Background: an optimization exercise with open tools, aiming at small area and a short achievable clock period. Do not read the settings as production practice. Where RTL was checked, it was by simulation tests only, not by an equivalence proof against the original.

old:
// dct_core
module dct_core (
    input                clk,
    input                rst_n,
    input                start,
    input signed [255:0] a1,
    output               done,
    output       [255:0] final_output
);
Settings: LEC_CHECK=0, ABC_AREA=1, CAP_MARGIN=20, CORE_MARGIN=2, CORE_UTILIZATION=60, CTS_CLUSTER_DIAMETER=70, CTS_CLUSTER_SIZE=30, PLACE_DENSITY=0.72, SLEW_MARGIN=40, TNS_END_PERCENT=30; clock period 10.0 ns.
standard.sh (not shown) runs the stock make flow with config.mk's settings and CLKGATE_MAP_FILE= SYNTH_SCRIPT=/design/flow/synth_recipe.tcl, a recipe that flattens the netlist after the stock synthesis.
==> flow/flow/run.sh <==
#!/bin/bash
set -e
bash standard.sh BUFFER_PORTS_ARGS="-buffer_cell sky130_fd_sc_hd__buf_4" \
    SETUP_SLACK_MARGIN=6.6 finish > flow.log 2>&1
old ended with every stage complete and zero timing, DRC or antenna violations.
### old -> new
Settings: clearing TNS_END_PERCENT, which used to be 30; putting GPL_ROUTABILITY_DRIVEN at 0 where nothing was set.
==> comparison <==
- Complete run, failing final checks: new, reason max-capacitance violations, max-slew violations.
- The final clock period utilization by the worst path in new was lower than what old gave.
- Per the comparison of new with old, buffer share of cell area higher; average footprint of a synthesized cell essentially unchanged.
- Diff old -> new | actual transition at the worst max-transition pin | increase of 0.49 ns
- Compared to old, new has maximum frequency about 1.8% higher.
- Higher fraction of met1 tracks used by global routing goes to old over new.
- Cell area in new is about 0.9% higher than in old
- Setup slack was higher in new than in old.
- Via count of the first global-routing pass for new is lower than for old.


## trial 35
dct_core, a different RTL version from the one above (not shown whole).
Size in the first run: about 36,000 cells after synthesis, roughly 5,100 flip-flops, roughly 520 I/O pins, roughly 270,000 um2 of cells after synthesis.
==> flow/config.mk <==
export PLATFORM = sky130hd
export DESIGN_NAME = dct_core
export DESIGN_NICKNAME = dct_core
export VERILOG_FILES = /design/flow/design.v
export SDC_FILE = /design/flow/constraint.sdc
export NUM_CORES = 8
export LEC_CHECK = 0
export ABC_AREA = 1
export CAP_MARGIN = 20
export CORE_MARGIN = 2
export CORE_UTILIZATION = 60
export CTS_CLUSTER_DIAMETER = 70
export CTS_CLUSTER_SIZE = 30
export PLACE_DENSITY = 0.65
export SLEW_MARGIN = 40
==> flow/constraint.sdc <==
create_clock -name core_clock -period 10.0 [get_ports {clk}]
set_input_delay 2.0000 -clock core_clock [delete_from_list [all_inputs] [get_ports {clk}]]
set_output_delay 2.0000 -clock core_clock [all_outputs]
set_load 0.01 [all_outputs]
Scripts as last shown in full above: flow/flow/run.sh
[inputs] build 1 vs trial 35
diff --git a/flow/config.mk b/flow/config.mk
--- a/flow/config.mk
+++ b/flow/config.mk
@@ -14 +14 @@
-export PLACE_DENSITY = 0.65
+export PLACE_DENSITY = 0.72
Notes after the runs:
Fmax went up slightly going from trial 35 to build 1.
Per the comparison of build 1 with trial 35, routability congestion estimate now sits lower, count of placed standard cells including taps was more or less identical, setup slack climbed 0.039 ns, initial antenna violation count now smaller.
Run comparison: build 1 path type of the worst setup path reg -> out; trial 35 path type of the worst setup path reg -> reg
Status: met3 usage parity (build 1, trial 35)
Endpoint of the worst setup timing path = u_b07.c3.g_regs.s[0].r[27]$_SDFF_PP0_: trial 35; endpoint of the worst setup timing path = final_output[233]: build 1


Another version of the RTL of dct_core (not shown whole).
Size in the first run: about 35000 cells after synthesis, roughly 5000 flip-flops.
==> flow/config.mk <==
export PLATFORM = sky130hd
export DESIGN_NAME = dct_core
export DESIGN_NICKNAME = dct_core
export VERILOG_FILES = /design/flow/design.v
export SDC_FILE = /design/flow/constraint.sdc
export NUM_CORES = 8
export LEC_CHECK = 0
export ABC_AREA = 1
export CAP_MARGIN = 20
export CORE_MARGIN = 2
export CORE_UTILIZATION = 60
export CTS_CLUSTER_DIAMETER = 70
export CTS_CLUSTER_SIZE = 30
export PLACE_DENSITY = 0.72
export SLEW_MARGIN = 40
==> flow/constraint.sdc <==
create_clock -name core_clock -period 10.0 [get_ports {clk}]
set_input_delay 2.0000 -clock core_clock [delete_from_list [all_inputs] [get_ports {clk}]]
set_output_delay 2.0000 -clock core_clock [all_outputs]
set_load 0.01 [all_outputs]
==> flow/flow/run.sh <==
#!/bin/bash
set -e
bash standard.sh BUFFER_PORTS_ARGS="-buffer_cell sky130_fd_sc_hd__buf_4" \
    SETUP_SLACK_MARGIN=0 synth floorplan > flow_floorplan.log 2>&1
bash standard.sh BUFFER_PORTS_ARGS="-buffer_cell sky130_fd_sc_hd__buf_4" \
    SETUP_SLACK_MARGIN=6.6 finish > flow.log 2>&1
The first run finished clean.
==> next run, changes <==
--- a/flow/flow/run.sh
+++ b/flow/flow/run.sh
@@ -6 +6 @@
-    SETUP_SLACK_MARGIN=6.6 finish > flow.log 2>&1
+    SETUP_SLACK_MARGIN=6.7 finish > flow.log 2>&1
After rerunning:
- setup slack gets worse by 0.010 ns
- clock-buffer cell count does not change
- area after synthesis stays the same
- via count rose by 0.88%
- sequential cell count stays the same
- routed wire length increases by 1.5%
==> next run, changes <==
--- a/flow/flow/run.sh
+++ b/flow/flow/run.sh
@@ -6 +6 @@
-    SETUP_SLACK_MARGIN=6.7 finish > flow.log 2>&1
+    SETUP_SLACK_MARGIN=6.6 finish > flow.log 2>&1
- ABC_AREA: 1 -> 0
Result: The changed run completed without violations. Critical path depth rises by 13. Clock-buffer cell count rises by 16. Die area rises by 1.2%. Global-route usage rises by 2.3 points. Sequential share of layout area falls by 3.4 points.


Another version of the RTL of dct_core (not shown whole).
Size in the first run: ~35000 cells after synthesis, ~5000 flip-flops, ~520 I/O pins, ~270000 sq um of cells after synthesis.
Settings: LEC_CHECK=0, ABC_AREA=1, CAP_MARGIN=20, CORE_MARGIN=2, CORE_UTILIZATION=60, CTS_CLUSTER_DIAMETER=70, CTS_CLUSTER_SIZE=30, PLACE_DENSITY=0.72, SLEW_MARGIN=30; clock period 10.0 ns.
==> flow/flow/run.sh <==
#!/bin/bash
set -e
bash standard.sh BUFFER_PORTS_ARGS="-buffer_cell sky130_fd_sc_hd__buf_4" \
    SETUP_SLACK_MARGIN=6.6 finish > flow.log 2>&1
Edit:
Settings changed: SLEW_MARGIN 30 to 40.
=> The new run went through all stages and came out clean; setup slack gets worse by 0.012 ns; design area is about the same; final cell count is about the same.
Edit:
==> flow/flow/run.sh (replaced) <==
#!/bin/bash
set -e
bash standard.sh BUFFER_PORTS_ARGS="-buffer_cell sky130_fd_sc_hd__buf_4" \
    SETUP_SLACK_MARGIN=0 synth floorplan > flow_floorplan.log 2>&1
bash standard.sh BUFFER_PORTS_ARGS="-buffer_cell sky130_fd_sc_hd__buf_4" \
    SETUP_SLACK_MARGIN=6.6 finish > flow.log 2>&1
Effect: Design area stays flat; setup slack improves by 0.0088 ns; worst hold slack stays flat; synthesized area is unchanged; synthesized cell count does not change.
No run of this note included a check of the RTL's function; only the layout flow was run.

-- port drivers added, routing unchanged --
The results above use ideal ports. As a check the final layouts listed here were re-extracted and re-timed, cells and wires unchanged.
Step 1: set_driving_cell puts a clkbuf_16 on clk and a buf_2 on each other input, an assumption about the parent block.
Step 2 adds t to the input delays and takes it off the output delays; t is the mean of the earliest and latest rising clock arrival at the registers after step 1. Input paths then give back, and output paths get back, about the clock's delay inside the block.
a / b / c = ideal / step 1 / step 2; a / b = the first two.
run	t, ns	setup slack, ns	worst hold slack (ns)	worst setup path at the end	cell pins on the clock port's net
old	1.144	6.421 / 6.288 / 5.596	0.301 / 0.301 / 0.301	input to register	1
new	1.141	6.485 / 6.356 / 5.597	0.310 / 0.310 / 0.310	input to register	1
trial 35	1.147	6.463 / 6.357 / 5.708	0.301 / 0.301 / 0.301	input to register	1
build 1	1.127	6.502 / 6.369 / 5.685	0.313 / 0.313 / 0.313	input to register	1
the first run of note 3	1.120	6.467 / 6.339 / 5.626	0.291 / 0.291 / 0.291	input to register	1
the second run of note 3	1.133	6.457 / 6.324 / 5.692	0.296 / 0.296 / 0.296	input to register	1
the third run of note 3	1.143	6.015 / 6.015 / 5.226	0.291 / 0.291 / 0.291	input to register	1
the first run of note 4	1.155	6.459 / 6.327 / 5.727	0.283 / 0.283 / 0.283	input to register	1
the second run of note 4	1.155	6.447 / 6.315 / 5.662	0.283 / 0.283 / 0.283	input to register	1
the third run of note 4	1.161	6.456 / 6.325 / 5.655	0.281 / 0.281 / 0.281	input to register	1
The setup slack of new, which loses most, moves by -0.129 ns with the drivers and by -0.888 ns with both steps.
